This is an optimization exercise on Yosys and OpenROAD, whose aim is small area and a short achievable clock period, not a production implementation.
In this exercise RTL edits were held to simulation tests only and were not proved equivalent to the original.
The clock port is modelled as an ideal driver; clocking choices that lean on that would not hold on a real chip.
Power is estimated from default activity; no workload was simulated.

==> design/flow/config.mk <==
export PLATFORM = sky130hd
export DESIGN_NAME = ALU_DESIGN
export DESIGN_NICKNAME = ALU_DESIGN
export VERILOG_FILES = /design/flow/design.v
export SDC_FILE = /design/flow/constraint.sdc
export NUM_CORES = 4
export LEC_CHECK = 0
export CAP_MARGIN = 20
export CORE_MARGIN = 2
export CORE_UTILIZATION = 40
export SETUP_SLACK_MARGIN = 2.4
export SLEW_MARGIN = 20
==> design/flow/constraint.sdc <==
create_clock -name core_clock -period 5.0 [get_ports {CLK}]
set_input_delay 1.0000 -clock core_clock [delete_from_list [all_inputs] [get_ports {CLK}]]
set_output_delay 1.0000 -clock core_clock [all_outputs]
set_load 0.01 [all_outputs]
==> design/flow/design.v <==
module ALU_DESIGN #(parameter DW = 8, CW = 4)(INP_VALID,OPA,OPB,CIN,CLK,RST,CMD,CE,MODE,COUT,OFLOW,RES,G,E,L,ERR);
  input [DW-1:0] OPA,OPB;
  input CLK,RST,CE,MODE,CIN;
  input [CW-1:0] CMD;
  input [1:0] INP_VALID;
  output reg [DW+1:0] RES;
  output reg COUT;
  output reg OFLOW;
  output reg G;
  output reg E;
  output reg L;
  output reg ERR;
  reg [7:0] A, B;
  reg [3:0] C;
  reg [4:0] W;
  reg VA, VB;
  reg [7:0] P, Q;
  always @(posedge CLK) begin
    if (INP_VALID[0]) A <= OPA;
    if (INP_VALID[1]) B <= OPB;
    if (|INP_VALID) C <= CMD;
  end
  always @(posedge CLK) begin
    if (RST) begin
      VA <= 1'b0;
      VB <= 1'b0;
    end else begin
      if (INP_VALID[0]) VA <= 1'b1;
      if (INP_VALID[1]) VB <= 1'b1;
    end
  end
  always @(posedge CLK) begin
    if (|INP_VALID)
      W[3:0] <= 4'd0;
    else if ((VA ^ VB) && !W[4])
      W[3:0] <= W[3:0] + 4'd1;
  end
  always @(posedge CLK) begin
    if (RST || (|INP_VALID))
      W[4] <= 1'b0;
    else if ((VA ^ VB) && (&W[3:0]))
      W[4] <= 1'b1;
  end
  wire timeout_err = !RST && W[4] && (INP_VALID == 2'b10 || (INP_VALID == 2'b01 && VB));
  wire c0  = (C == 4'd0);
  wire c1  = (C == 4'd1);
  wire c2  = (C == 4'd2);
  wire c3  = (C == 4'd3);
  wire c4  = (C == 4'd4);
  wire c5  = (C == 4'd5);
  wire c6  = (C == 4'd6);
  wire c7  = (C == 4'd7);
  wire c8  = (C == 4'd8);
  wire c9  = (C == 4'd9);
  wire c10 = (C == 4'd10);
  wire c11 = (C == 4'd11);
  wire c12 = (C == 4'd12);
  wire c13 = (C == 4'd13);
  wire xa    = C[3] ? C[0] : ~(C[2] & C[1]);
  wire x1    = ~C[3] & C[2] & C[1] & ~C[0];
  wire xp    = C[3] & C[1] & ~C[0];
  wire ybsel = ~C[3] & ~(C[2] & ~C[1]);
  wire yinv  = ~C[2] & C[0];
  wire y1    = ~C[3] & C[2] & ~C[1] & C[0];
  wire ci    = c1 | c7 | c10 | (c2 & CIN) | (c3 & ~CIN);
  wire [7:0] xl = ({8{xa}} & A) | ({8{xp}} & P) | {8{x1}};
  wire [7:0] yl = ({8{ybsel}} & (B ^ {8{yinv}})) | {8{y1}} | ({8{xp}} & ~Q);
  wire xh = x1;
  wire yh = (ybsel & yinv) | y1 | xp;
  wire [9:0] xx = {xh, xh, xl};
  wire [9:0] yy = {yh, yh, yl};
  wire [9:0] sxy = xx + yy;
  wire [9:0] pr = xx ^ yy;
  wire [9:0] cxy = sxy ^ pr;
  wire [9:0] pa;
  genvar gp;
  generate for (gp = 0; gp < 10; gp = gp + 1) begin : g_pa
    if (gp == 0) begin : g0
      assign pa[0] = 1'b1;
    end else begin : gn
      assign pa[gp] = &pr[gp-1:0];
    end
  end endgenerate
  wire [9:0] sum = pr ^ (cxy | (pa & {10{ci}}));
  wire a_lt_b = A < B;
  wire a_eq_b = A == B;
  wire [63:0] pp;
  genvar gi, gj;
  generate for (gi = 0; gi < 8; gi = gi + 1) begin : g_pp
    for (gj = 0; gj < 8; gj = gj + 1) begin : g_ppj
      assign pp[gi*8+gj] = P[gi] & Q[gj];
    end
  end endgenerate
  wire t1 = pp[6] ^ pp[13];
  wire t2 = pp[6] & pp[13];
  wire t3 = pp[7] ^ pp[14] ^ pp[21];
  wire t4 = (pp[7] & pp[14]) | (pp[7] & pp[21]) | (pp[14] & pp[21]);
  wire t5 = pp[28] ^ pp[35];
  wire t6 = pp[28] & pp[35];
  wire t7 = pp[15] ^ pp[22] ^ pp[29];
  wire t8 = (pp[15] & pp[22]) | (pp[15] & pp[29]) | (pp[22] & pp[29]);
  wire t9 = pp[36] ^ pp[43];
  wire t10 = pp[36] & pp[43];
  wire t11 = pp[23] ^ pp[30] ^ pp[37];
  wire t13 = pp[4] ^ pp[11];
  wire t14 = pp[4] & pp[11];
  wire t15 = pp[5] ^ pp[12] ^ pp[19];
  wire t16 = (pp[5] & pp[12]) | (pp[5] & pp[19]) | (pp[12] & pp[19]);
  wire t17 = pp[26] ^ pp[33];
  wire t18 = pp[26] & pp[33];
  wire t19 = pp[20] ^ pp[27] ^ pp[34];
  wire t20 = (pp[20] & pp[27]) | (pp[20] & pp[34]) | (pp[27] & pp[34]);
  wire t21 = pp[41] ^ pp[48] ^ t1;
  wire t22 = (pp[41] & pp[48]) | (pp[41] & t1) | (pp[48] & t1);
  wire t23 = pp[42] ^ pp[49] ^ pp[56];
  wire t24 = (pp[42] & pp[49]) | (pp[42] & pp[56]) | (pp[49] & pp[56]);
  wire t25 = t3 ^ t5 ^ t2;
  wire t26 = (t3 & t5) | (t3 & t2) | (t5 & t2);
  wire t27 = pp[50] ^ pp[57] ^ t7;
  wire t28 = (pp[50] & pp[57]) | (pp[50] & t7) | (pp[57] & t7);
  wire t29 = t9 ^ t4 ^ t6;
  wire t30 = (t9 & t4) | (t9 & t6) | (t4 & t6);
  wire t31 = pp[44] ^ pp[51] ^ pp[58];
  wire t33 = t11 ^ t8 ^ t10;
  wire t35 = pp[3] ^ pp[10];
  wire t36 = pp[3] & pp[10];
  wire t37 = pp[18] ^ pp[25] ^ pp[32];
  wire t38 = (pp[18] & pp[25]) | (pp[18] & pp[32]) | (pp[25] & pp[32]);
  wire t39 = pp[40] ^ t15 ^ t17;
  wire t40 = (pp[40] & t15) | (pp[40] & t17) | (t15 & t17);
  wire t41 = t19 ^ t21 ^ t16;
  wire t42 = (t19 & t21) | (t19 & t16) | (t21 & t16);
  wire t43 = t23 ^ t25 ^ t20;
  wire t44 = (t23 & t25) | (t23 & t20) | (t25 & t20);
  wire t45 = t27 ^ t29 ^ t24;
  wire t46 = (t27 & t29) | (t27 & t24) | (t29 & t24);
  wire t47 = t31 ^ t33 ^ t28;
  wire t49 = pp[2] ^ pp[9];
  wire t50 = pp[2] & pp[9];
  wire t51 = pp[17] ^ pp[24] ^ t35;
  wire t52 = (pp[17] & pp[24]) | (pp[17] & t35) | (pp[24] & t35);
  wire t53 = t13 ^ t37 ^ t36;
  wire t54 = (t13 & t37) | (t13 & t36) | (t37 & t36);
  wire t55 = t14 ^ t39 ^ t38;
  wire t56 = (t14 & t39) | (t14 & t38) | (t39 & t38);
  wire t57 = t18 ^ t41 ^ t40;
  wire t58 = (t18 & t41) | (t18 & t40) | (t41 & t40);
  wire t59 = t22 ^ t43 ^ t42;
  wire t60 = (t22 & t43) | (t22 & t42) | (t43 & t42);
  wire t61 = t26 ^ t45 ^ t44;
  wire t62 = (t26 & t45) | (t26 & t44) | (t45 & t44);
  wire t63 = t30 ^ t47 ^ t46;
  wire [9:0] mr1 = {t63, t61, t59, t57, t55, t53, t51, pp[16], pp[1], pp[0]};
  wire [9:0] mr2 = {t62, t60, t58, t56, t54, t52, t50, t49, pp[8], 1'b0};
  wire [9:0] prod = mr1 + mr2;
  wire [7:0] pinc, qinc;
  genvar gq;
  generate for (gq = 0; gq < 8; gq = gq + 1) begin : g_inc
    if (gq == 0) begin : g0
      assign pinc[0] = ~A[0];
      assign qinc[0] = ~B[0];
    end else begin : gn
      assign pinc[gq] = A[gq] ^ (&A[gq-1:0]);
      assign qinc[gq] = B[gq] ^ (&B[gq-1:0]);
    end
  end endgenerate
  wire lt0 = c1 | c3 | c5 | c6 | c7;
  wire lt1 = c1 | c4 | c6;
  wire lt2 = c1 | c4 | c7 | c8;
  wire lt3 = c0 | c5 | c8;
  wire [7:0] lfun = (A & B & {8{lt3}}) | (A & ~B & {8{lt2}}) | (~A & B & {8{lt1}}) | (~A & ~B & {8{lt0}});
  wire [7:0] lres = lfun |
      ({8{c9}}  & {A[6:0], 1'b0}) |
      ({8{c10 | c11}} & {B[6:0], 1'b0}) |
      {7'd0, c2 & (|A) & (|B)};
  wire s0 = B[0];
  wire s1 = B[1] ^ (C[0] & B[0]);
  wire s2 = B[2] ^ (C[0] & (B[1] | B[0]));
  wire [7:0] r1 = s0 ? {A[6:0], A[7]} : A;
  wire [7:0] r2 = s1 ? {r1[5:0], r1[7:6]} : r1;
  wire [7:0] r3 = s2 ? {r2[3:0], r2[7:4]} : r2;
  wire [7:0] lrot = (c12 | c13) ? r3 : 8'd0;
  wire [9:0] ares =
      ({10{~C[3] | c10}} & sum) |
      ({10{c9}} & prod);
  wire [9:0] res_n = MODE ? ares : {2'b00, lres | lrot};
  wire cout_n  = MODE & (c0 | c2) & sum[8];
  wire oflow_n = MODE & (c1 | c3) & a_lt_b;
  wire e_n     = MODE & c8 & a_eq_b;
  wire g_n     = MODE & c8 & ~a_lt_b & ~a_eq_b;
  wire l_n     = MODE & c8 & a_lt_b;
  wire err_n   = ~MODE & c12 & (|B[7:4]);
  wire upd = CE & (RST | (VA & VB));
  always @(posedge CLK) begin
    if (upd) begin
      RES   <= RST ? 10'd0 : res_n;
      COUT  <= !RST & cout_n;
      OFLOW <= !RST & oflow_n;
      G     <= !RST & g_n;
      E     <= !RST & e_n;
      L     <= !RST & l_n;
    end
  end
  always @(posedge CLK) begin
    if (timeout_err)
      ERR <= 1'b1;
    else if (upd)
      ERR <= !RST & err_n;
  end
  wire pq_upd = CE & (RST | (VA & VB & MODE & (c9 | c10)));
  always @(posedge CLK) begin
    if (pq_upd) begin
      P <= RST ? 8'd0 : (c9 ? pinc : {A[6:0], 1'b0});
      Q <= RST ? 8'd0 : (c9 ? qinc : B);
    end
  end
endmodule
==> design/flow/flow/run.sh <==
#!/bin/bash
# Layout flow: the standard ORFS flow (standard.sh), with these changes:
#  - synthesis is the standard script (synth_recipe.tcl, ORFS synth.tcl) except
#    that full/half-adder extraction is off (ADDER_MAP_FILE empty), Yosys's
#    quick ABC run inside synth is skipped (-noabc), and the final ABC
#    mapping runs in two parts: the logic downstream of the CIN port (which
#    arrives late) with flow/late.abc, the rest with flow/syn.abc, so that
#    ABC cannot fold CIN into the start of the adder's carry chain; the
#    registers are unchanged (same passes up to dfflibmap);
#  - the port buffers are sky130_fd_sc_hd__buf_2 cells instead of the
#    default delay cells;
#  - after CTS, flow/skew.tcl delays the clock of the output registers
#    (useful skew for the register-to-register paths into them).
set -uo pipefail
W=$(pwd)
{
  head -n 1 synth_recipe.tcl
  cat <<EOT
proc synth {args} { yosys synth -nofsm -noshare -noabc {*}\$args }
proc abc {args} {
  set i [lsearch \$args -script]
  set g {\$_AND_,\$_OR_,\$_XOR_,\$_XNOR_,\$_MUX_,\$_NOT_,\$_NAND_,\$_NOR_,\$_ANDNOT_,\$_ORNOT_}
  yosys select -set late w:CIN %co*:+\$g
  lset args [expr {\$i + 1}] $W/flow/syn.abc
  puts "flow/run.sh: abc \$args * @late %d"
  yosys abc {*}\$args * @late %d
  lset args [expr {\$i + 1}] $W/flow/late.abc
  puts "flow/run.sh: abc \$args @late"
  yosys abc {*}\$args @late
}
EOT
  tail -n +2 synth_recipe.tcl
} > my_synth.tcl
bash standard.sh SYNTH_SCRIPT=$W/my_synth.tcl ADDER_MAP_FILE= \
  "BUFFER_PORTS_ARGS=-buffer_cell sky130_fd_sc_hd__buf_2" \
  "CTS_ARGS=-sink_clustering_enable -repair_clock_nets -dont_use_dummy_load" \
  POST_CTS_TCL=$W/flow/skew.tcl finish > flow_standard.log 2>&1
rc=$?
cp -r orfs/logs flow_orfs_logs 2>/dev/null
exit $rc
==> design/flow/flow/late.abc <==
strash
dch
map -D 2000
strash
dch
map -D 2000
topo
buffer -c
upsize -c -D 2000
dnsize -c -D 2000
stime -c
==> design/flow/flow/skew.tcl <==
# Useful skew between registers: the output registers (RES and the flags)
# get their clock later than the registers that feed them (the second
# group, P and Q, has an empty chain here). Each group of
# target registers on one clock-tree leaf net gets a chain of delay cells.
proc skew_esc {s} { return [string map {[ \\[ ] \\]} $s] }
set skew_rx [list {^(RES\[[0-9]+\]|COUT|OFLOW|G|E|L|ERR)\$_} {^(P|Q)\[[0-9]+\]\$_}]
set skew_chain [list {sky130_fd_sc_hd__clkdlybuf4s50_1 sky130_fd_sc_hd__clkbuf_4} {}]
array unset skew_grp
foreach cell [get_cells *] {
  set name [get_full_name $cell]
  for {set gi 0} {$gi < 2} {incr gi} {
    if {[regexp [lindex $skew_rx $gi] $name]} {
      set pin [get_pins -quiet "[skew_esc $name]/CLK"]
      if {$pin eq ""} { continue }
      set net [get_full_name [get_nets -of_objects $pin]]
      lappend skew_grp([list $net $gi]) $pin
    }
  }
}
set nins 0
foreach key [lsort [array names skew_grp]] {
  lassign $key net gi
  set chain [lindex $skew_chain $gi]
  set curnet $net
  foreach bc $chain {
    set pins $skew_grp($key)
    insert_buffer -buffer_cell $bc -net [get_nets [skew_esc $curnet]] -load_pins $pins
    incr nins
    set curnet [get_full_name [get_nets -of_objects [lindex $pins 0]]]
  }
  puts "skew: group $gi on $net: [llength $skew_grp($key)] registers, now on $curnet"
}
puts "skew: inserted $nins cells"
# The skew must not be what makes the input paths meet timing: from here on
# the repair sees CIN and MODE, whose paths end mostly at the delayed
# registers, arriving later by more than the skew.
set_input_delay 1.6 -clock [get_clocks core_clock] [get_ports {CIN MODE}]
detailed_placement
estimate_parasitics -placement
repair_timing_helper
detailed_placement
check_placement -verbose
==> design/flow/flow/syn.abc <==
strash
dch
map -D 2000
strash
dch
map -D 2000
topo
buffer -c
upsize -c -D 2000
dnsize -c -D 2000
stime -c
==> design/flow/standard.sh <==
#!/bin/bash
# synth_recipe.tcl (not shown) runs the flow's synth.tcl, then flattens the netlist and writes it again
# the make line also repeats each setting of config.mk as NAME=value (left out here)
make -C /OpenROAD-flow-scripts/flow DESIGN_CONFIG=/design/flow/config.mk WORK_HOME=/design/flow/orfs CLKGATE_MAP_FILE= SYNTH_SCRIPT=/design/flow/synth_recipe.tcl "${@:-finish}"
==> impl_metrics.json, run 1 <==
{
  "hold_path_depth": 2,
  "postSynthAreaPerCell_sq_um": 6.87,
  "vias_per_cell": 5.49,
  "syn_to_final_growth_pct": 21.6,
  "hpwl_um": 13500,
  "outcome": "finished clean",
  "initial_core_util_pct": 40.5,
  "grt_pass1_vias": 5467,
  "period_minus_slack_ns": 2.47,
  "p_leak_uw": 0.00300,
  "io_pins": 43,
  "seq_area_sq_um": 1690,
  "skew_ns": 0.618,
  "synth-edff-count": 51,
  "vias": 5955,
  "post-route-period-util_pct": 49.4,
  "die_h_um": 122,
  "synth_nets": 838,
  "cp.required_ns": 5.70,
  "ys_seq_area_share_pct": 30.3,
  "ys_warn_count": 1,
  "irDropWorstVdd_uv": 177,
  "maxCapViolCount": 0,
  "fmax_mhz": 405,
  "start_kind": "flip-flop",
  "final_cell_mix": "151 x nand2_1, 120 x nor2_1, 92 x inv_1",
  "fin_nets": 933,
  "avgRoutedWirePerCell_um": 16.4,
  "yosysUniqueCellTypes": 60,
  "wl_um": 17800,
  "ys_ff_latch": 59,
  "syn_area_sq_um": 5580,
  "drc": 0,
  "layout_commonest_cell": "nand2_1",
  "setup_ws_ns": 2.53,
  "worst_setup_path_end_kind": "flip-flop",
  "place_congestion": 0.954,
  "drt_pre_antenna_iters": 5,
  "hp-start": "W[4]",
  "clk_pin_slew_ns": 0.08,
  "die-area_sq_um": 14900,
  "r2r-end": "RES[8]",
  "drive_above_1_share_pct": 21.2,
  "cellPowerDensity_nw_per_um2": 297,
  "ys.flop_type": "edfxtp_1",
  "antenna_found_initial": 0,
  "ff2ff_setup_slack_ns": 2.53,
  "rows": 43,
  "grt_setup_unrepaired": "false",
  "pre_cts_ws_ns": 1.78,
  "coreArea_sq_um": 13800,
  "min_to": "ERR",
  "rr_worst_depth": 20,
  "tns_ns": 0,
  "arrival_ns": 3.17,
  "grt_usage_pct": 24.6,
  "multiInputGateArea_sq_um": 3590,
  "synthCells": 811,
  "slew_violations": 0,
  "overflow": 0,
  "drtIter0Drc": 580,
  "worst_skew_pair.late_latency_ns": 0.94,
  "antennaDiodeCount": 0,
  "hold_class": "flip-flop to flip-flop",
  "ant_nets": 0,
  "io_buffers": 42,
  "crit_type": "flip-flop to flip-flop",
  "tightest_slew_ns": 0.958,
  "grt_max_degree": 19,
  "die-width_um": 122,
  "worstReg2RegStart": "C[1]",
  "cts_tree": "built",
  "fill_cells": 1419,
  "setup_viol": 0,
  "async_reset_ff_share_pct": 0,
  "grt_pass1_wl_um": 28200,
  "critPathMaxFanout": 8,
  "instances_no_fill": 1084,
  "max_slew_margin_pct": 35.3,
  "dp.cells": 1025,
  "hold_violations": 0,
  "cts.sinks": 59,
  "final_core_util_pct": 49.2
}
## through the flow
stage,area (sq um),power [uW],hold WS [ns]
after global routing,6780,2130,0.0856
after global placement,6050,1330,0.468
after floorplan,5640,1160,0.460
final,6780,2010,0.0356
after detailed placement,6050,1330,0.472
## worst max path at each step
stage | start | to | slack (ns) | depth (start not counted)
finish | C[1] | RES[8] | 2.53 | 20
global route | C[2] | RES[8] | 2.39 | 20
detailed placement | C[0] | RES[8] | 1.78 | 20
global placement | C[0] | RES[8] | 1.84 | 20
floorplan | C[0] | RES[8] | 2.29 | 21
## cells in the mapped netlist, types with 3 or more instances
cell type  number  area, sq um
nor2_1        134          503
a22oi_1         5         37.5
nor2_4          3         33.8
a311oi_1        3         26.3
clkbuf_1        9         33.8
mux2i_1         8         80.1
a21oi_1        52          260
nand2_2         9         56.3
a221oi_1        3         26.3
nand3_1        36          180
edfxtp_1       51         1530
o211ai_1        6         45.0
nand2_1       153          574
and2_1          3         18.8
nand3_2         3         30.0
dfxtp_1         8          160
inv_1         101          379
xnor2_1        20          175
xor2_1         20          175
nand4_1         9         56.3
o221ai_1       14          123
a211oi_1       10         75.1
nor2_2          4         25.0
o2111ai_1       3         26.3
inv_2           9         33.8
o22ai_1        14         87.6
a21oi_2         4         35.0
o21ai_0        49          245
or2_2           4         25.0
nor3_1         24          120
## metal layers
metal	global-route usage [%]	vias up	part of all wire [%]
li1	-	2953	-
met5	0	-	0
met1	32.3	2704	44
met4	9.05	0	3.2
met2	39.8	253	46
met3	5.15	45	6.6
## final cells by class, clock buffers not listed
type | count | area share, %
Inverter | 113 | 6.37
Sequential cell | 59 | 24.9
Multi-Input combinational cell | 628 | 52.9
Timing Repair Buffer | 87 | 8.08
Tap cell | 180 | 3.32
## registers in the layout, indices dropped and copies added (netlist names), 4 cells and up
register and flops:
P 8, A 8, Q 8, C 4, RES 10, W 5, B 8
## worst max-delay path, stage by stage, from the launching register on
cell	delay, ns
edfxtp_1	0.46
buf_4	0.18
nor2_2	0.21
nand2_4	0.13
inv_2	0.11
a21oi_1	0.07
a21oi_2	0.19
nand2_1	0.08
nand2_2	0.07
inv_2	0.04
a21oi_2	0.15
nor2_2	0.06
o31ai_4	0.20
nor2_2	0.07
o31ai_4	0.19
nor2_2	0.07
nor2_1	0.11
a21oi_1	0.07
xor2_1	0.19
a21oi_1	0.13
nor2_1	0.05
## kinds of logic (layout without fill, tap and decap cells)
group / count (synthesis) / in the layout / share of synthesized area, %
fa+ha+maj: 2 / 2 / 0.426
xor+xnor: 44 / 44 / 7.56
flops: 59 / 59 / 30.3
buf+inv: 124 / 217 / 8.60
compound gates: 182 / 182 / 21.0
mux: 8 / 8 / 1.44
simple gates: 392 / 392 / 30.6
## power by group
part	switching (uW)	total, uW	internal, uW
Clock	209	609	400
Combinational	499	793	293
Sequential	36.3	610	574
==> run 2, diff against run 1 <==
--- a/design/flow/config.mk
+++ b/design/flow/config.mk
@@ -9,4 +9,4 @@
 export CORE_MARGIN = 2
 export CORE_UTILIZATION = 40
-export SETUP_SLACK_MARGIN = 2.4
+export SETUP_SLACK_MARGIN = 2.2
 export SLEW_MARGIN = 20
==> run 2 against run 1 <==
Effect of this change: sequential share of layout area barely moved; utilization barely moved; register-to-register slack got worse by 0.08 ns; sequential cell count did not move; global-route usage fell by 0.37 points; critical path type unchanged; largest cell class unchanged; largest power group unchanged.
==> impl_metrics.json, run 2 <==
{
  "outcome": "finished clean",
  "async_reset_ff_share_pct": 0,
  "irDropWorstVdd_uv": 141,
  "fill_cells": 1428,
  "clk_pin_slew_ns": 0.05,
  "die_h_um": 122,
  "grt_usage_pct": 24.2,
  "fin_nets": 930,
  "drt_pre_antenna_iters": 5,
  "final_cell_mix": "144 x nand2_1, 117 x nor2_1, 93 x inv_1",
  "rows": 43,
  "hold_class": "flip-flop to flip-flop",
  "coreArea_sq_um": 13800,
  "ys_top_cells_by_area": "edfxtp_1 27%, nand2_1 10%, nor2_1 9.0%, inv_1 6.8%, a21oi_1 4.7%",
  "ys_ff_latch": 59,
  "cts_tree": "built",
  "crit_path_cell_trace": "buf_4, nor2_2, nand2_4, nor2_1, nand2_1, nor2_1, nand2_1, nor2_1, inv_1, nor2_1, nor2_1, nor3_1",
  "pre_cts_ws_ns": 1.77,
  "drc": 0,
  "hpwl_um": 13100,
  "worst_skew_pair.late_latency_ns": 0.94,
  "yosysUniqueCellTypes": 60,
  "ys_warn_count": 1,
  "tns_ns": 0,
  "grt_pass1_vias": 5607,
  "grt_pass1_wl_um": 28100,
  "setup_viol": 0,
  "p_total_uw": 2050,
  "cellPowerDensity_nw_per_um2": 302,
  "yosysTopAreaCell": "edfxtp_1",
  "critPathMaxFanout": 18,
  "top_register": "RES",
  "synth_nets": 838,
  "syn_to_final_growth_pct": 21.7,
  "postSynthAreaPerCell_sq_um": 6.87,
  "initial_core_util_pct": 40.5,
  "maxCapViolCount": 0,
  "avgRoutedWirePerCell_um": 16.1,
  "wl_um": 17400,
  "fmax_mhz": 392,
  "place_congestion": 0.978,
  "slew_violations": 0,
  "largest_reg_flops": 10,
  "overflow": 0,
  "synthTopCellsByCount": "153 x nand2_1, 134 x nor2_1, 101 x inv_1",
  "yosysMostFrequentCell": "nand2_1",
  "cpPeakStageDelay_ns": 0.52,
  "synth-edff-count": 51,
  "post-route-period-util_pct": 51.0,
  "die-width_um": 122,
  "worst_setup_path_end_kind": "flip-flop",
  "syn_area_sq_um": 5580,
  "antenna_found_initial": 0,
  "arrival_ns": 2.73,
  "die-area_sq_um": 14900,
  "p_leak_uw": 0.00299,
  "layout_commonest_cell": "nand2_1",
  "yosysTopAreaCellShare_pct": 27.5,
  "cts.sinks": 59,
  "hold_violations": 0,
  "vias": 5924,
  "critPathBufInv": 2,
  "synthCells": 811,
  "io_pins": 43,
  "period_minus_slack_ns": 2.55,
  "crit_type": "flip-flop to flip-flop",
  "ys_seq_area_share_pct": 30.3,
  "crit_path_frequent_cell": "nor2_1",
  "ys.flop_type": "edfxtp_1",
  "cp.required_ns": 5.17,
  "slowest_stage": "edfxtp_1",
  "setup_ws_ns": 2.45,
  "antennaDiodeCount": 0,
  "io_buffers": 42,
  "crit_family": "simple AND/OR/NAND/NOR gates",
  "drive_above_1_share_pct": 22.4,
  "tightest_slew_ns": 0.900,
  "skew_ns": 0.616,
  "grt_max_degree": 19,
  "max_slew_margin_pct": 39.2,
  "start_kind": "flip-flop",
  "grt_setup_unrepaired": "false",
  "ant_nets": 0,
  "drtIter0Drc": 545,
  "vias_per_cell": 5.48
}
-- run 2: per-stage QoR --
step | instance area, sq um | utilization, % | hold WS [ns] | std cells
2_1_floorplan | 5590 | - | 0.460 | 811
3_3_place_gp | 5990 | 43.5 | 0.471 | 1024
3_5_place_dp | 5990 | 43.5 | 0.474 | 1024
5_1_grt | 6790 | 49.3 | 0.0672 | 1081
6_report | 6790 | 49.3 | 0.0267 | 1081
-- run 2: cell families after synthesis --
group	Yosys count	synth area share, %
and+or+nand+nor	392	30.6
AOI/OAI and AO/OA	182	21.0
buffers and inverters	124	8.60
DFF	59	30.3
xor gates and xnor gates	44	7.56
muxes	8	1.44
adders and majority gates	2	0.426
-- run 2: worst min-delay path, cell delays in order (launching register included) --
cell and delay [ns]:
dfxtp_1 0.35, a32oi_1 0.09, o21ai_0 0.13
-- run 2: report_power, final --
part | switching [uW] | internal (uW) | leakage (uW)
sequential | 35.7 | 573 | 0.000564
combinational | 498 | 297 | 0.00227
clock | 221 | 422 | 0.000153
-- run 2: metal layers --
metal	vias up	track usage [%]	wire length [um]
met1	2693	32.1	7690
met2	239	39.6	8070
met4	0	7.54	396
met5	-	0	0
met3	43	5.01	1200
li1	2949	-	-
-- run 2: worst paths after layout --
| kind | slack [ns] | endpoint | start | cells past startpoint |
|---|---|---|---|---|
| setup / recovery | 2.45 | Q[7] | C[2] | 12 |
| hold / removal | 0.03 | ERR | W[4] | 2 |
| setup reg to reg | 2.45 | Q[7] | C[2] | 12 |
| hold reg to reg | 0.03 | ERR | W[4] | 2 |
-- run 2: layout make-up, clock buffers not listed --
type | instances | area [sq um] | share of cell area (%)
Multi-Input combinational cell | 628 | 3610 | 53.3
Sequential cell | 59 | 1690 | 24.9
Timing Repair Buffer | 82 | 510 | 7.52
Inverter | 113 | 432 | 6.36
Tap cell | 180 | 225 | 3.32
==> run 3, diff against run 2 <==
--- a/design/flow/config.mk
+++ b/design/flow/config.mk
@@ -9,4 +9,4 @@
 export CORE_MARGIN = 2
 export CORE_UTILIZATION = 40
-export SETUP_SLACK_MARGIN = 2.2
+export SETUP_SLACK_MARGIN = 2.35
 export SLEW_MARGIN = 20
==> run 3 against run 2 <==
Effect of this change: sequential power barely moved; die area unchanged; cell area rose by 1.8%; utilization up 0.90 points; sequential share of layout area fell by 0.45 points; clock power decreased by 3.7%; hold slack better by 0.0068 ns; critical path type unchanged.
==> impl_metrics.json, run 3 <==
{
  "grt_pass1_wl_um": 28100,
  "crit_type": "flip-flop to flip-flop",
  "synthCells": 811,
  "ant_nets": 0,
  "drc": 0,
  "rows": 43,
  "outcome": "finished clean",
  "wl_met1_um": 8030,
  "fmax_mhz": 406,
  "drt_pre_antenna_iters": 7,
  "io_pins": 43,
  "synthMuxAreaShare_pct": 1.44,
  "async_reset_ff_share_pct": 0,
  "cp.required_ns": 5.17,
  "final_cell_mix": "151 x nand2_1, 120 x nor2_1, 93 x inv_1",
  "yosysTopAreaCellShare_pct": 27.5,
  "grt_max_degree": 19,
  "fill_cells": 1401,
  "maxCapViolCount": 0,
  "syn_to_final_growth_pct": 23.9,
  "ys_seq_area_share_pct": 30.3,
  "max_slew_margin_pct": 29.7,
  "largest_reg_flops": 10,
  "io_buffers": 42,
  "cpPeakStageDelay_ns": 0.49,
  "wl_met3_um": 1070,
  "place_congestion": 0.954,
  "synth_simple_gate_area_share_pct": 30.6,
  "fin_nets": 941,
  "ys_top_cells_by_area": "edfxtp_1 27%, nand2_1 10%, nor2_1 9.0%, inv_1 6.8%, a21oi_1 4.7%",
  "slowest_stage": "edfxtp_1",
  "post-route-period-util_pct": 49.2,
  "instances_no_fill": 1092,
  "start_kind": "flip-flop",
  "slew_violations": 0,
  "die-area_sq_um": 14900,
  "clk_pin_slew_ns": 0.05,
  "worst_skew_pair.late_latency_ns": 0.94,
  "hold_violations": 0,
  "grt_setup_unrepaired": "false",
  "synthAdderAreaFrac_pct": 0.426,
  "avgRoutedWirePerCell_um": 16.8,
  "ys_ff_latch": 59,
  "tns_ns": 0,
  "arrival_ns": 2.63,
  "ys_warn_count": 1,
  "hpwl_um": 13700,
  "skew_ns": 0.611,
  "synth_compound_area_share_pct": 21.0,
  "ys.flop_type": "edfxtp_1",
  "antenna_found_initial": 0,
  "hold_path_depth": 2,
  "drtIter0Drc": 456,
  "postSynthAreaPerCell_sq_um": 6.87,
  "layout_commonest_cell": "nand2_1",
  "setup_viol": 0,
  "cellPowerDensity_nw_per_um2": 298,
  "crit_path_frequent_cell": "nor2_1",
  "synthTopCellsByCount": "153 x nand2_1, 134 x nor2_1, 101 x inv_1",
  "drive_above_1_share_pct": 22.1,
  "synth_top_family_by_area": "simple AND/OR/NAND/NOR gates",
  "critPathBufInv": 3,
  "worst_setup_path_end_kind": "flip-flop",
  "synth_nets": 838,
  "irDropWorstVdd_uv": 222,
  "crit_family": "simple AND/OR/NAND/NOR gates",
  "die-width_um": 122,
  "cts.sinks": 59,
  "vias_per_cell": 5.49,
  "antennaDiodeCount": 0,
  "cts_tree": "built",
  "grt_usage_pct": 24.9,
  "critPathMaxFanout": 18,
  "yosysUniqueCellTypes": 60,
  "cp_num_cells": 13,
  "syn_area_sq_um": 5580,
  "synth-xor-area-share_pct": 7.56,
  "top_register": "RES",
  "overflow": 0,
  "wl_met2_um": 8540,
  "coreArea_sq_um": 13800,
  "routed.top_layer": "met4",
  "p_leak_uw": 0.00306,
  "tightest_slew_ns": 1.04,
  "yosysMostFrequentCell": "nand2_1",
  "die_h_um": 122,
  "vias": 5991,
  "yosysTopAreaCell": "edfxtp_1",
  "grt_pass1_vias": 5525,
  "synth-edff-count": 51,
  "period_minus_slack_ns": 2.46,
  "hold_class": "flip-flop to flip-flop",
  "dp.cells": 1024,
  "wl_um": 18300,
  "initial_core_util_pct": 40.5,
  "crit_path_cell_trace": "inv_2, buf_4, nor2_2, nand2_4, nor2_1, nand2_1, nor2_1, nand2_1, nor2_2, inv_1, nor2_1, nor2_1, nor3_1",
  "rr_worst_depth": 13
}
## run 3: cell counts after synthesis
No cell type changed its count.
## run 3: cells by family (layout without fill, tap and decap cells)
kind of cell	Yosys count	in the layout
and+or+nand+nor	392	392
adders and majority gates	2	2
AOI/OAI and AO/OA	182	182
DFF	59	59
muxes	8	8
xor gates and xnor gates	44	44
buffers and inverters	124	225
## run 3: where the power goes
part           switching [uW]  leakage, uW  internal, uW
Sequential               36.9     0.000564           573
Clock                     218     0.000145           401
Combinational             511      0.00235           316
## run 3: final cells by class, clock buffers not listed
| type | count | area (sq um) | area share [%] |
|---|---|---|---|
| multi-input combinational | 628 | 3630 | 52.5 |
| sequential | 59 | 1690 | 24.5 |
| timing repair buffer | 95 | 631 | 9.13 |
| inverter | 113 | 437 | 6.32 |
| tap | 180 | 225 | 3.26 |
## run 3: routing by layer
metal  track usage, %  vias up
li1                 -     2969
met1             31.7     2737
met2             40.8      234
met3             4.26       51
met4             12.2        0
met5                0        -
## run 3: worst paths after layout
kind	start	to	slack [ns]
setup reg to reg	C[3]	Q[7]	2.54
hold / removal	W[4]	ERR	0.03
hold reg to reg	W[4]	ERR	0.03
setup / recovery	C[3]	Q[7]	2.54
## run 3: worst reg2reg max path, stage by stage (launching register included)
cell and delay, ns:
edfxtp_1 0.49, inv_2 0.10, buf_4 0.16, nor2_2 0.20, nand2_4 0.19, nor2_1 0.23, nand2_1 0.09, nor2_1 0.18
nand2_1 0.11, nor2_2 0.15, inv_1 0.07, nor2_1 0.13, nor2_1 0.06, nor3_1 0.13
## run 3: stage by stage
stage | setup WS, ns | power [uW] | util, % | hold slack (ns) | cell area, sq um
3_5_place_dp | 1.82 | 1330 | 43.8 | 0.480 | 6040
3_3_place_gp | 1.90 | 1330 | 43.8 | 0.474 | 6040
5_1_grt | 2.34 | 2170 | 50.2 | 0.0681 | 6910
2_1_floorplan | 2.29 | 1160 | - | 0.460 | 5640
6_report | 2.54 | 2060 | 50.2 | 0.0335 | 6910
==> run 4, diff against run 3 <==
--- a/design/flow/config.mk
+++ b/design/flow/config.mk
@@ -9,4 +9,4 @@
 export CORE_MARGIN = 2
 export CORE_UTILIZATION = 40
-export SETUP_SLACK_MARGIN = 2.35
+export SETUP_SLACK_MARGIN = 2.45
 export SLEW_MARGIN = 20
==> run 4 against run 3 <==
Effect of this change: combinational power down 0.8%; sequential power about the same; maximum frequency down 0.55%; first-iteration DRC count up 34%; die area unchanged; cell area up 0.94%; highest routed layer unchanged; global-route usage down 0.27 points; cell count up 0.92%; sequential share of layout area down 0.23 points; wire length up 0.58%; critical path depth up 7; clock power up 3.9%.
==> impl_metrics.json, run 4 <==
{
  "grt_usage_pct": 24.6,
  "ff2ff_setup_slack_ns": 2.53,
  "antenna_found_initial": 0,
  "crit_type": "flip-flop to flip-flop",
  "antennaDiodeCount": 0,
  "place_congestion": 0.983,
  "wl_um": 18400,
  "layout_commonest_cell": "nand2_1",
  "yosysTopAreaCell": "edfxtp_1",
  "worst_setup_path_end_kind": "flip-flop",
  "drtIter0Drc": 610,
  "dp.cells": 1025,
  "synth-edff-count": 51,
  "overflow": 0,
  "io_buffers": 42,
  "slowest_stage": "edfxtp_1",
  "postSynthAreaPerCell_sq_um": 6.87,
  "async_reset_ff_share_pct": 0,
  "synth_nets": 838,
  "clk_pin_slew_ns": 0.08,
  "seq_area_sq_um": 1690,
  "largest_reg_flops": 10,
  "vias": 6156,
  "final_core_util_pct": 50.6,
  "max_slew_margin_pct": 35.1,
  "ys_warn_count": 1,
  "tightest_slew_ns": 0.961,
  "tns_ns": 0,
  "ys_ff_latch": 59,
  "yosysUniqueCellTypes": 60,
  "critPathMaxFanout": 5,
  "rows": 43,
  "fill_cells": 1375,
  "p_leak_uw": 0.00309,
  "worst_skew_pair.late_latency_ns": 0.94,
  "slew_violations": 0,
  "top_register": "RES",
  "grt_pass1_vias": 5519,
  "ant_nets": 0,
  "initial_core_util_pct": 40.5,
  "io_pins": 43,
  "fin_nets": 951,
  "ys.flop_type": "edfxtp_1",
  "hold_violations": 0,
  "yosysTopAreaCellShare_pct": 27.5,
  "skew_ns": 0.614,
  "syn_to_final_growth_pct": 25.1,
  "die_h_um": 122,
  "critPathBufInv": 2,
  "crit_family": "compound AO/OA/AOI/OAI gates",
  "dpl_cell_area_sq_um": 6040,
  "arrival_ns": 3.17,
  "maxCapViolCount": 0,
  "grt_pass1_wl_um": 28100,
  "cts_tree": "built",
  "die-width_um": 122,
  "cpPeakStageDelay_ns": 0.54,
  "avgRoutedWirePerCell_um": 16.7,
  "drive_above_1_share_pct": 23.2,
  "outcome": "finished clean",
  "crit_path_cell_trace": "nand2_2, nor2_4, a21oi_4, buf_6, a221oi_4, a21oi_2, nand2_1, nand2_2, inv_2, a21oi_4, nor2_4, o31ai_4, nor2_2, o31ai_4, nor2_2, nor2_1, a21oi_1, xor2_1, a21oi_1, nor2_1",
  "hpwl_um": 13600,
  "grt_max_degree": 19,
  "instances_no_fill": 1102,
  "vias_per_cell": 5.59,
  "fmax_mhz": 404,
  "synthCells": 811,
  "final_area_sq_um": 6980,
  "coreArea_sq_um": 13800,
  "grt_setup_unrepaired": "true",
  "yosysMostFrequentCell": "nand2_1",
  "period_minus_slack_ns": 2.47,
  "die-area_sq_um": 14900,
  "irDropWorstVdd_uv": 207,
  "hold_class": "flip-flop to flip-flop",
  "ys_top_cells_by_area": "edfxtp_1 27%, nand2_1 10%, nor2_1 9.0%, inv_1 6.8%, a21oi_1 4.7%",
  "start_kind": "flip-flop",
  "setup_ws_ns": 2.53,
  "syn_area_sq_um": 5580,
  "cts.sinks": 59,
  "multiInputGateArea_sq_um": 3630,
  "pre_cts_ws_ns": 1.75,
  "final_cell_mix": "151 x nand2_1, 117 x nor2_1, 93 x inv_1",
  "cellPowerDensity_nw_per_um2": 297,
  "ys_seq_area_share_pct": 30.3,
  "post-route-period-util_pct": 49.5,
  "drc": 0,
  "cp.required_ns": 5.69,
  "setup_viol": 0,
  "synthTopCellsByCount": "153 x nand2_1, 134 x nor2_1, 101 x inv_1",
  "drt_pre_antenna_iters": 5
}
==> run 4: cell count changes in the layout (fill, tap and decap cells not counted), sizes merged <==
cell | before | now
clkbuf | 13 | 14
clkdlybuf4s50 | 4 | 5
buf | 95 | 103
==> run 4: worst register-to-register path, cell delays in order (launching register included) <==
cell      delay [ns]
edfxtp_1        0.54
nand2_2         0.22
nor2_4          0.07
a21oi_4         0.17
buf_6           0.14
a221oi_4        0.07
a21oi_2         0.15
nand2_1         0.09
nand2_2         0.08
inv_2           0.05
a21oi_4         0.15
nor2_4          0.05
o31ai_4         0.20
nor2_2          0.07
o31ai_4         0.20
nor2_2          0.07
nor2_1          0.10
a21oi_1         0.06
xor2_1          0.17
a21oi_1         0.14
nor2_1          0.05
==> run 4: where the power goes <==
| part | internal [uW] | leakage [uW] | switching, uW |
|---|---|---|---|
| clock | 423 | 0.000153 | 220 |
| sequential | 573 | 0.000564 | 37.8 |
| combinational | 309 | 0.00237 | 512 |
| total | 1310 | 0.00309 | 770 |
==> run 4: logic make-up after synthesis <==
group / after synthesis / share of synthesized area, %
xor gates and xnor gates: 44 / 7.56
muxes: 8 / 1.44
DFF: 59 / 30.3
buffers and inverters: 124 / 8.60
and+or+nand+nor: 392 / 30.6
adders and majority gates: 2 / 0.426
AOI/OAI and AO/OA: 182 / 21.0
==> run 4: final timing paths <==
path	endpoint	from	cells after the start
max	RES[8]	C[2]	20
min	ERR	W[4]	2
max reg2reg	RES[8]	C[2]	20
min reg2reg	ERR	W[4]	2
==> run 4: area by class of cell, clock buffers not listed <==
type                    count  area share, %
inverters                 113           6.26
well taps                 180           3.23
repair buffers            103           9.78
multi-input cells         628           52.0
flip-flops and latches     59           24.3
==> run 4: routing by layer <==
metal  part of all wire, %  GRT usage [%]
met1                    43           31.8
met2                    46           40.2
met3                   7.0           4.92
met4                   3.9           10.3
met5                     0              0
==> run 4: metrics by stage <==
step | power (uW) | hold slack [ns]
floorplan | 1160 | 0.460
global placement | 1330 | 0.468
detailed placement | 1330 | 0.480
global route | 2190 | 0.0599
finish | 2070 | 0.0306
==> run 5, diff against run 4 <==
==> design/flow/flow/run.sh (replaced) <==
#!/bin/bash
# Layout flow: the standard ORFS flow (standard.sh) with these changes:
#  - Synthesis: the standard script (synth_recipe.tcl, which sources ORFS's
#    synth.tcl), whose passes up to and including dfflibmap are unchanged, so
#    the registers are the standard synthesis's. Then:
#      * no full/half-adder extraction (ADDER_MAP_FILE empty);
#      * no quick ABC run inside Yosys's synth (-noabc);
#      * the final ABC mapping runs in two parts: first everything but the
#        logic downstream of the CIN port, then that logic on its own
#        (flow/syn.abc, then flow/late.abc), so that ABC cannot fold CIN,
#        which arrives late, into the start of the adder's carry chain.
#  - Port buffers: sky130_fd_sc_hd__buf_2 instead of the default delay cells.
#  - CTS without dummy loads.
#  - After CTS, flow/skew.tcl delays the clock of the output registers:
#    useful skew for the register-to-register paths into them. The repair
#    after it sees CIN and MODE arriving later than they do, so that no
#    input path relies on that skew.
# Each tool's full output goes to flow_standard.log and orfs/logs (copied to
# flow_orfs_logs).
set -uo pipefail
W=$(pwd)
{
  head -n 1 synth_recipe.tcl
  cat <<EOT
proc synth {args} { yosys synth -nofsm -noshare -noabc {*}\$args }
proc abc {args} {
  set i [lsearch \$args -script]
  set g {\$_AND_,\$_OR_,\$_XOR_,\$_XNOR_,\$_MUX_,\$_NOT_,\$_NAND_,\$_NOR_,\$_ANDNOT_,\$_ORNOT_}
  yosys select -set late w:CIN %co*:+\$g
  lset args [expr {\$i + 1}] $W/flow/syn.abc
  puts "flow/run.sh: abc \$args * @late %d"
  yosys abc {*}\$args * @late %d
  lset args [expr {\$i + 1}] $W/flow/late.abc
  puts "flow/run.sh: abc \$args @late"
  yosys abc {*}\$args @late
}
EOT
  tail -n +2 synth_recipe.tcl
} > my_synth.tcl
bash standard.sh SYNTH_SCRIPT=$W/my_synth.tcl ADDER_MAP_FILE= \
  "BUFFER_PORTS_ARGS=-buffer_cell sky130_fd_sc_hd__buf_2" \
  "CTS_ARGS=-sink_clustering_enable -repair_clock_nets -dont_use_dummy_load" \
  POST_CTS_TCL=$W/flow/skew.tcl finish > flow_standard.log 2>&1
rc=$?
cp -r orfs/logs flow_orfs_logs 2>/dev/null
exit $rc
==> design/flow/flow/late.abc (replaced) <==
strash
dch
map -D 1900
strash
dch
map -D 1900
topo
buffer -c
upsize -c -D 1900
dnsize -c -D 1900
stime -c
--- a/design/flow/flow/skew.tcl
+++ b/design/flow/flow/skew.tcl
@@ -1,6 +1,7 @@
-# Useful skew between registers: the output registers (RES and the flags)
-# get their clock later than the registers that feed them (the second
-# group, P and Q, has an empty chain here). Each group of
-# target registers on one clock-tree leaf net gets a chain of delay cells.
+# Useful skew between registers (run by ORFS after CTS, as POST_CTS_TCL):
+# the output registers (RES and the flags) get their clock later than the
+# registers that feed them. Each group of target registers on one clock-tree
+# leaf net gets its own chain of delay cells. (The second group, P and Q,
+# has an empty chain: their clock is not changed.)
 proc skew_esc {s} { return [string map {[ \\[ ] \\]} $s] }
 set skew_rx [list {^(RES\[[0-9]+\]|COUT|OFLOW|G|E|L|ERR)\$_} {^(P|Q)\[[0-9]+\]\$_}]
==> design/flow/flow/syn.abc (replaced) <==
strash
dch
map -D 1900
strash
dch
map -D 1900
topo
buffer -c
upsize -c -D 1900
dnsize -c -D 1900
stime -c
--- a/design/flow/config.mk
+++ b/design/flow/config.mk
@@ -9,4 +9,4 @@
 export CORE_MARGIN = 2
 export CORE_UTILIZATION = 40
-export SETUP_SLACK_MARGIN = 2.45
+export SETUP_SLACK_MARGIN = 2.4
 export SLEW_MARGIN = 20
==> run 5 against run 4 <==
Effect of this change: sequential cell count did not move; hold slack improved by 0.0071 ns; sequential power barely moved; still clean; die area rose by 2.7%; cell area rose by 3.9%; register-to-register slack improved by 0.08 ns; setup slack improved by 0.017 ns; via count fell by 0.80%; synthesized area rose by 2.8%; global-route usage rose by 0.15 points; wire length fell by 1.2%; largest cell class unchanged; clock power fell by 5.6%.
==> impl_metrics.json, run 5 <==
{
  "place_congestion": 0.998,
  "instances_no_fill": 1127,
  "ant_nets": 0,
  "max_slew_margin_pct": 53.2,
  "skew_ns": 0.617,
  "yosysMostFrequentCell": "nand2_1",
  "die-width_um": 124,
  "grt_max_degree": 18,
  "fin_nets": 976,
  "yosysTopAreaCell": "edfxtp_1",
  "largest_reg_flops": 10,
  "rows": 43,
  "critPathMaxFanout": 1,
  "overflow": 0,
  "coreArea_sq_um": 13900,
  "outcome": "finished clean",
  "hold-worst-slack_ns": 0.0377,
  "wl_um": 18200,
  "hold_violations": 0,
  "antenna_found_initial": 0,
  "async_reset_ff_share_pct": 0,
  "critPathBufInv": 1,
  "worst_setup_path_end_kind": "output port",
  "slew_violations": 0,
  "ys_seq_area_share_pct": 29.5,
  "fmax_mhz": 407,
  "synth_nets": 857,
  "post-route-period-util_pct": 49.1,
  "ys_top_cells_by_area": "edfxtp_1 27%, nand2_1 12%, nor2_1 7.5%, inv_1 5.8%, xor2_1 4.6%",
  "tns_ns": 0,
  "crit_path_cell_trace": "buf_2",
  "ys_ff_latch": 59,
  "grt_setup_unrepaired": "false",
  "clk_pin_slew_ns": 0.08,
  "ys_warn_count": 1,
  "avgRoutedWirePerCell_um": 16.1,
  "arrival_ns": 1.46,
  "p_total_uw": 2080,
  "vias_per_cell": 5.42,
  "setup_viol": 0,
  "grt_usage_pct": 24.8,
  "yosysUniqueCellTypes": 63,
  "start_kind": "flip-flop",
  "synthTopCellsByCount": "177 x nand2_1, 115 x nor2_1, 89 x inv_1",
  "slowest_stage": "edfxtp_1",
  "yosysTopAreaCellShare_pct": 26.7,
  "cpPeakStageDelay_ns": 0.37,
  "drc": 0,
  "cts_tree": "built",
  "ys.flop_type": "edfxtp_1",
  "cts.sinks": 59,
  "worst_skew_pair.late_latency_ns": 0.94,
  "die-area_sq_um": 15300,
  "synthCells": 830,
  "layout_commonest_cell": "nand2_1",
  "vias": 6107,
  "grt_pass1_vias": 5782,
  "synth-edff-count": 51,
  "io_buffers": 42,
  "top_register": "RES",
  "drtIter0Drc": 596,
  "initial_core_util_pct": 41.1,
  "die_h_um": 124,
  "io_pins": 43,
  "postSynthAreaPerCell_sq_um": 6.90,
  "cp.required_ns": 4.00,
  "maxCapViolCount": 0,
  "antennaDiodeCount": 0,
  "grt_pass1_wl_um": 28800,
  "irDropWorstVdd_uv": 208,
  "hpwl_um": 13500,
  "period_minus_slack_ns": 2.46,
  "hold_class": "flip-flop to flip-flop",
  "drt_pre_antenna_iters": 6,
  "syn_to_final_growth_pct": 26.4,
  "syn_area_sq_um": 5730,
  "dp.cells": 1041,
  "tightest_slew_ns": 0.695,
  "crit_family": "flip-flops",
  "cellPowerDensity_nw_per_um2": 287,
  "p_leak_uw": 0.00324,
  "crit_type": "flip-flop to output port",
  "final_cell_mix": "167 x nand2_1, 101 x nor2_1, 80 x inv_1",
  "drive_above_1_share_pct": 26.5
}
[run 5: cell count changes after synthesis, sizes merged, moves of 7 or more]
| cell | before | now |
|---|---|---|
| nand2 | 163 | 189 |
| nor2 | 141 | 126 |
| xor2 | 22 | 34 |
| nand3 | 39 | 47 |
| inv | 111 | 104 |
[run 5: routing by layer]
metal	GRT usage [%]	wire length (um)	share of wire, %	up-vias
met5	0	0	0	-
met3	5.82	1200	6.6	44
li1	-	-	-	3048
met4	10.3	576	3.2	0
met1	30.9	7800	43	2785
met2	41.1	8610	47	230
[run 5: layout make-up, clock buffers not listed]
cell class,instances,area [sq um]
fillers,1402,6690
inverters,106,419
multi-input cells,652,3860
flip-flops and latches,59,1690
well taps,180,225
repair buffers,113,754
[run 5: worst paths after layout]
path	start	cells after the start	to	slack (ns)
max	RES[1]	1	RES[1]	2.54
min	W[4]	2	ERR	0.04
max reg2reg	C[0]	21	RES[8]	2.61
min reg2reg	W[4]	2	ERR	0.04
[run 5: cells by family after synthesis]
family | Yosys count | share of synthesized area [%]
muxes | 8 | 1.40
buffers and inverters | 120 | 8.21
DFF | 59 | 29.5
and+or+nand+nor | 417 | 32.7
adders and majority gates | 1 | 0.175
xor gates and xnor gates | 52 | 8.71
AOI/OAI and AO/OA | 173 | 19.3
[run 5: where the power goes]
| part | total [uW] | internal (uW) | switching (uW) | leakage, uW |
|---|---|---|---|---|
| clock network | 607 | 400 | 208 | 0.000145 |
| logic | 864 | 336 | 528 | 0.00253 |
| registers | 610 | 573 | 36.9 | 0.000564 |
[run 5: worst register-to-register path: cells and delay by family (launching register included)]
| kind | cells | cell delay, ns |
|---|---|---|
| simple gates | 11 | 1.10 |
| compound gates | 6 | 0.70 |
| flops | 1 | 0.48 |
| buf+inv | 3 | 0.30 |
| xor+xnor | 1 | 0.20 |
[run 5: per-stage QoR]
stage | area [sq um] | utilization (%) | setup WS (ns)
3_3_place_gp | 6200 | 44.5 | 1.75
5_1_grt | 7240 | 52.0 | 2.39
6_report | 7240 | 52.0 | 2.54
3_5_place_dp | 6200 | 44.5 | 1.72
2_1_floorplan | 5820 | - | 2.34
==> run 6, diff against run 5 <==
==> design/flow/flow/late.abc (replaced) <==
strash
dch
map -D 2200
strash
dch
map -D 2200
topo
buffer -c
upsize -c -D 2200
dnsize -c -D 2200
stime -c
==> design/flow/flow/syn.abc (replaced) <==
strash
dch
map -D 2200
strash
dch
map -D 2200
topo
buffer -c
upsize -c -D 2200
dnsize -c -D 2200
stime -c
==> run 6 against run 5 <==
Effect of this change: still clean; maximum frequency fell by 5.0%; power rose by 3.3%; critical path depth rose by 19; synthesized area fell by 4.1%; clock skew fell by 0.0051 ns; cell count fell by 1.3%; hold slack improved by 0.13 ns; via count rose by 2.0%; sequential cell count did not move; register-to-register slack got worse by 0.20 ns; highest routed layer unchanged.
==> impl_metrics.json, run 6 <==
{
  "vias": 6228,
  "vias_per_cell": 5.60,
  "ys_top_cells_by_area": "edfxtp_1 28%, nand2_1 9.9%, nor2_1 8.9%, inv_1 6.6%, xor2_1 4.8%",
  "crit_family": "compound AO/OA/AOI/OAI gates",
  "coreArea_sq_um": 13300,
  "grt_usage_pct": 26.6,
  "yosysTopAreaCellShare_pct": 27.9,
  "place_congestion": 0.998,
  "drtIter0Drc": 589,
  "avgRoutedWirePerCell_um": 17.3,
  "hold_class": "flip-flop to flip-flop",
  "period_minus_slack_ns": 2.59,
  "async_reset_ff_share_pct": 0,
  "hpwl_um": 13900,
  "antenna_found_initial": 0,
  "critPathCapture": "RES[7]",
  "cts.sinks": 59,
  "dp.cells": 1004,
  "syn_area_sq_um": 5500,
  "synthTopCellsByCount": "145 x nand2_1, 130 x nor2_1, 96 x inv_1",
  "antennaDiodeCount": 0,
  "synthCells": 794,
  "syn_to_final_growth_pct": 34.3,
  "post-route-period-util_pct": 51.7,
  "die_h_um": 121,
  "outcome": "finished clean",
  "die-area_sq_um": 14700,
  "grt_pass1_vias": 5969,
  "wl_met3_um": 1290,
  "top_register": "RES",
  "routed.top_layer": "met4",
  "startpoint": "C[0]",
  "arrival_ns": 3.24,
  "overflow": 0,
  "yosysMostFrequentCell": "nand2_1",
  "max_slew_margin_pct": 49.4,
  "largest_reg_flops": 10,
  "skew_ns": 0.612,
  "yosysUniqueCellTypes": 52,
  "slew_violations": 0,
  "power_frac_clock_pct": 28.2,
  "clk_pin_slew_ns": 0.05,
  "synth_nets": 821,
  "cellPowerDensity_nw_per_um2": 291,
  "setup_viol": 0,
  "ant_nets": 0,
  "p_sw_uw": 793,
  "cpPeakStageDelay_ns": 0.46,
  "cts_tree": "built",
  "ys_ff_latch": 59,
  "pwr-share-comb_pct": 43.5,
  "critPathMaxFanout": 5,
  "tightest_slew_ns": 0.752,
  "wl_met2_um": 9060,
  "grt_setup_unrepaired": "true",
  "r2r-end": "RES[7]",
  "worst_skew_pair.late_latency_ns": 0.94,
  "rows": 42,
  "tns_ns": 0,
  "critPathBufInv": 3,
  "worstReg2RegStart": "C[0]",
  "p_seq_share_pct": 28.2,
  "synth-edff-count": 51,
  "wl_met1_um": 7910,
  "cp.required_ns": 5.66,
  "worst_setup_path_end_kind": "flip-flop",
  "slowest_stage": "edfxtp_1",
  "ys_seq_area_share_pct": 30.8,
  "p_leak_uw": 0.00327,
  "start_kind": "flip-flop",
  "ff2ff_setup_slack_ns": 2.41,
  "final_cell_mix": "130 x nand2_1, 114 x nor2_1, 87 x buf_4",
  "wl_um": 19200,
  "drt_pre_antenna_iters": 6,
  "sw_frac_of_total_pct": 36.9,
  "initial_core_util_pct": 41.2,
  "drc": 0,
  "instances_no_fill": 1112,
  "hold_violations": 0,
  "io_buffers": 42,
  "layout_commonest_cell": "nand2_1",
  "cp_num_cells": 20,
  "crit_type": "flip-flop to flip-flop",
  "ys_warn_count": 1,
  "crit_path_cell_trace": "inv_2, nor2_4, inv_2, nor2_1, o21ai_1, nand2_1, a21oi_4, nor2_2, nand2_1, nand2_2, inv_2, a21oi_2, nand3_1, o211ai_1, nor2_1, o31ai_2, a21oi_1, xnor2_1, a211oi_2, nor2_1",
  "grt_max_degree": 17,
  "io_pins": 43,
  "maxCapViolCount": 0,
  "ys.flop_type": "edfxtp_1",
  "internal-power_uw": 1360,
  "yosysTopAreaCell": "edfxtp_1",
  "fmax_mhz": 387,
  "fin_nets": 965,
  "drive_above_1_share_pct": 30.4,
  "rr_worst_depth": 20,
  "die-width_um": 121,
  "postSynthAreaPerCell_sq_um": 6.92,
  "irDropWorstVdd_uv": 183,
  "grt_pass1_wl_um": 30300
}
[run 6: changes by cell type after synthesis, moves of 5 or more]
cell	delta
inv_1	+7
nand2_1	-32
nand3_1	-15
nor2_1	+15
nor2_2	-6
o21ai_0	-5
o221ai_1	+6
[run 6: power groups by stage]
stage	Clock (uW)	Combinational [uW]	Sequential, uW
global placement	0	679	626
detailed placement	0	687	626
finish	608	936	607
floorplan	0	534	609
global route	647	1020	610
[run 6: final cells by class, clock buffers not listed]
class | instances | area [sq um]
flip-flops and latches | 59 | 1690
repair buffers | 137 | 961
multi-input cells | 615 | 3790
fillers | 1234 | 5960
well taps | 176 | 220
inverters | 108 | 420
[run 6: per-stage QoR]
stage	setup slack, ns	utilization [%]	total power [uW]	hold slack, ns	area, sq um
2_1_floorplan	2.30	-	1140	0.460	5580
3_3_place_gp	1.62	44.8	1300	0.455	5980
3_5_place_dp	1.56	44.8	1310	0.454	5980
5_1_grt	2.27	55.3	2280	0.240	7380
6_report	2.41	55.3	2150	0.163	7380
[run 6: worst min path at each step]
stage	from	depth (start not counted)	to
after detailed placement	ERR	2	ERR
after global routing	VB	4	ERR
after floorplan	VA	2	VA
after global placement	ERR	2	ERR
final	VB	7	ERR
[run 6: worst min-delay path, cell delays in order, from the launching register on]
cell and delay, ns:
dfxtp_1 0.31, inv_1 0.05, nor2_1 0.07, inv_1 0.06, a21oi_1 0.07, inv_1 0.07, nand2_1 0.04, o21ai_0 0.05
[run 6: layer usage]
layer	up-vias	GRT usage (%)
met5	-	0
met4	0	13.3
met3	78	5.03
met2	283	43.9
met1	2898	33.2
li1	2969	-
[run 6: cell families (layout without fill, tap and decap cells)]
family,after synthesis,after routing,synth area share (%)
buffers and inverters,120,262,8.22
flip-flops,59,59,30.8
AO/OA/AOI/OAI,174,174,19.5
multiplexers,8,8,1.46
AND/OR/NAND/NOR,377,377,30.2
adder cells (fa/ha/maj),1,1,0.205
XOR/XNOR,55,55,9.58
==> run 7, diff against run 6 <==
==> design/flow/flow/late.abc (replaced) <==
strash
dch
map -D 2000
strash
dch
map -D 2000
topo
buffer -c
upsize -c -D 2000
dnsize -c -D 2000
stime -c
==> design/flow/flow/syn.abc (replaced) <==
strash
dch
map -D 2000
strash
dch
map -D 2000
topo
buffer -c
upsize -c -D 2000
dnsize -c -D 2000
stime -c
==> run 7 against run 6 <==
Effect of this change: still clean on timing, DRC and antenna; synthesized cell count grew 2.1%; clock skew grew 0.0060 ns; maximum frequency grew 4.7%; critical path depth is the same; clock power is essentially flat; critical path type unchanged; highest routed layer unchanged.
==> impl_metrics.json, run 7 <==
{
  "outcome": "finished clean",
  "synth_simple_gate_area_share_pct": 30.6,
  "syn_area_sq_um": 5580,
  "fmax_mhz": 405,
  "synth-xor-area-share_pct": 7.56,
  "synthTopCellsByCount": "153 x nand2_1, 134 x nor2_1, 101 x inv_1",
  "ys_seq_area_share_pct": 30.3,
  "postSynthAreaPerCell_sq_um": 6.87,
  "place_congestion": 0.954,
  "drt_pre_antenna_iters": 5,
  "hp-start": "W[4]",
  "grt_pass1_wl_um": 28200,
  "setup_viol": 0,
  "ant_nets": 0,
  "synth-edff-count": 51,
  "p_total_uw": 2010,
  "antennaDiodeCount": 0,
  "synth_top_family_by_area": "simple AND/OR/NAND/NOR gates",
  "antenna_found_initial": 0,
  "critPathMaxFanout": 8,
  "yosysTopAreaCell": "edfxtp_1",
  "wl_um": 17800,
  "die-width_um": 122,
  "largest_reg_flops": 10,
  "period_minus_slack_ns": 2.47,
  "die_h_um": 122,
  "p_leak_uw": 0.00300,
  "grt_usage_pct": 24.6,
  "hold_violations": 0,
  "ys.flop_type": "edfxtp_1",
  "final_core_util_pct": 49.2,
  "arrival_ns": 3.17,
  "tns_ns": 0,
  "r2r-end": "RES[8]",
  "critPathCapture": "RES[8]",
  "worstReg2RegStart": "C[1]",
  "ff2ff_setup_slack_ns": 2.53,
  "top_register": "RES",
  "drc": 0,
  "maxCapViolCount": 0,
  "synthAdderAreaFrac_pct": 0.426,
  "vias": 5955,
  "cts.sinks": 59,
  "async_reset_ff_share_pct": 0,
  "cp.required_ns": 5.70,
  "grt_setup_unrepaired": "false",
  "rr_worst_depth": 20,
  "hold-worst-slack_ns": 0.0356,
  "coreArea_sq_um": 13800,
  "post-route-period-util_pct": 49.4,
  "rows": 43,
  "drtIter0Drc": 580,
  "ys_top_cells_by_area": "edfxtp_1 27%, nand2_1 10%, nor2_1 9.0%, inv_1 6.8%, a21oi_1 4.7%",
  "startpoint": "C[1]",
  "worst_skew_pair.late_latency_ns": 0.94,
  "skew_ns": 0.618,
  "ys_warn_count": 1,
  "avgRoutedWirePerCell_um": 16.4,
  "synthCells": 811,
  "syn_to_final_growth_pct": 21.6,
  "io_pins": 43,
  "crit_type": "flip-flop to flip-flop",
  "yosysUniqueCellTypes": 60,
  "slew_violations": 0,
  "yosysTopAreaCellShare_pct": 27.5,
  "layout_commonest_cell": "nand2_1",
  "io_buffers": 42,
  "hpwl_um": 13500,
  "overflow": 0,
  "ys_ff_latch": 59,
  "clk_pin_slew_ns": 0.08,
  "drive_above_1_share_pct": 21.2,
  "cellPowerDensity_nw_per_um2": 297,
  "tightest_slew_ns": 0.958,
  "irDropWorstVdd_uv": 177,
  "final_cell_mix": "151 x nand2_1, 120 x nor2_1, 92 x inv_1",
  "initial_core_util_pct": 40.5,
  "hold_class": "flip-flop to flip-flop",
  "synth_compound_area_share_pct": 21.0,
  "cts_tree": "built",
  "pre_cts_ws_ns": 1.78,
  "worst_setup_path_end_kind": "flip-flop",
  "synth_nets": 838,
  "die-area_sq_um": 14900,
  "yosysMostFrequentCell": "nand2_1",
  "vias_per_cell": 5.49,
  "setup_ws_ns": 2.53,
  "start_kind": "flip-flop",
  "grt_max_degree": 19,
  "max_slew_margin_pct": 35.3,
  "hold_path_depth": 2,
  "synthMuxAreaShare_pct": 1.44,
  "grt_pass1_vias": 5467,
  "fin_nets": 933
}
[run 7: cell count changes after synthesis, sizes merged, moves of 3 or more]
| cell | delta |
|---|---|
| a21oi | +5 |
| nand2 | +7 |
| o211ai | +4 |
| xor2 | -11 |
| o21ai | -3 |
| nor2 | +4 |
| inv | +4 |
| nor3 | -7 |
| nand3 | +9 |
[run 7: cells by family (layout without fill, tap and decap cells)]
kind of cell | after synthesis | after routing
buffers and inverters | 124 | 217
flip-flops | 59 | 59
multiplexers | 8 | 8
adder cells (fa/ha/maj) | 2 | 2
AO/OA/AOI/OAI | 182 | 182
AND/OR/NAND/NOR | 392 | 392
XOR/XNOR | 44 | 44
[run 7: worst min path at each step]
| stage | end | slack [ns] |
|---|---|---|
| after floorplan | VA | 0.46 |
| after global placement | ERR | 0.47 |
| after detailed placement | ERR | 0.47 |
| after global routing | ERR | 0.09 |
| final | ERR | 0.04 |
[run 7: stage by stage]
stage / instance area [sq um] / cells
global placement: 6050 / 1025
detailed placement: 6050 / 1025
floorplan: 5640 / 811
global route: 6780 / 1084
finish: 6780 / 1084
[run 7: per-layer routing]
layer  track usage (%)  part of all wire, %
met5                 0                    0
met2              39.8                   46
met1              32.3                   44
met4              9.05                  3.2
met3              5.15                  6.6
[run 7: cell type report, clock buffers not listed]
| class | instances | area, sq um |
|---|---|---|
| Timing Repair Buffer | 87 | 548 |
| Tap cell | 180 | 225 |
| Inverter | 113 | 432 |
| Multi-Input combinational cell | 628 | 3590 |
| Sequential cell | 59 | 1690 |
| Fill cell | 1419 | 6990 |
[run 7: critical path, cell delays in order (launching register included)]
cell and delay (ns):
edfxtp_1 0.46, buf_4 0.18, nor2_2 0.21, nand2_4 0.13, inv_2 0.11, a21oi_1 0.07
a21oi_2 0.19, nand2_1 0.08, nand2_2 0.07, inv_2 0.04, a21oi_2 0.15, nor2_2 0.06
o31ai_4 0.20, nor2_2 0.07, o31ai_4 0.19, nor2_2 0.07, nor2_1 0.11, a21oi_1 0.07
xor2_1 0.19, a21oi_1 0.13, nor2_1 0.05
[run 7: power by group]
part           total [uW]  leakage, uW  switching [uW]  internal [uW]
Combinational         793      0.00230             499            293
Sequential            610     0.000564            36.3            574
Clock                 609     0.000145             209            400

==> afterwards: timing with drivers on the ports <==
Ports are ideal in the flow. The routed layouts listed here were re-timed in OpenROAD. Step 1 assumes that a clkbuf_16 drives the clock port and a buf_2 every other input. Step 2, shift: input delay + t, output delay - t, t = (earliest + latest rising clock arrival at the registers) / 2. This alone moves slack from input paths to output paths. a / b / c = ideal ports / drivers / drivers and shift; a / b = the first two.
run	shift t [ns]	setup slack, ns	clock arrival spread, ns	cell pins on the clock port's net
run 1	0.676	2.530 / 2.498 / 2.045	0.618 / 0.618	1
run 2	0.676	2.448 / 2.448 / 2.041	0.617 / 0.616	1
run 3	0.675	2.539 / 2.498 / 2.042	0.612 / 0.611	1
run 4	0.672	2.526 / 2.502 / 2.024	0.614 / 0.615	1
run 5	0.668	2.543 / 2.503 / 2.020	0.618 / 0.619	1
run 6	0.671	2.414 / 2.414 / 2.241	0.612 / 0.612	1
run 7	0.676	2.530 / 2.498 / 2.045	0.618 / 0.618	1
In every run listed the clock reaches the registers at very different times; t lies between them, and the last value is a rough guide only. The setup slack of run 5, which loses most, moves by -0.040 ns with the drivers and by -0.523 ns with both steps.
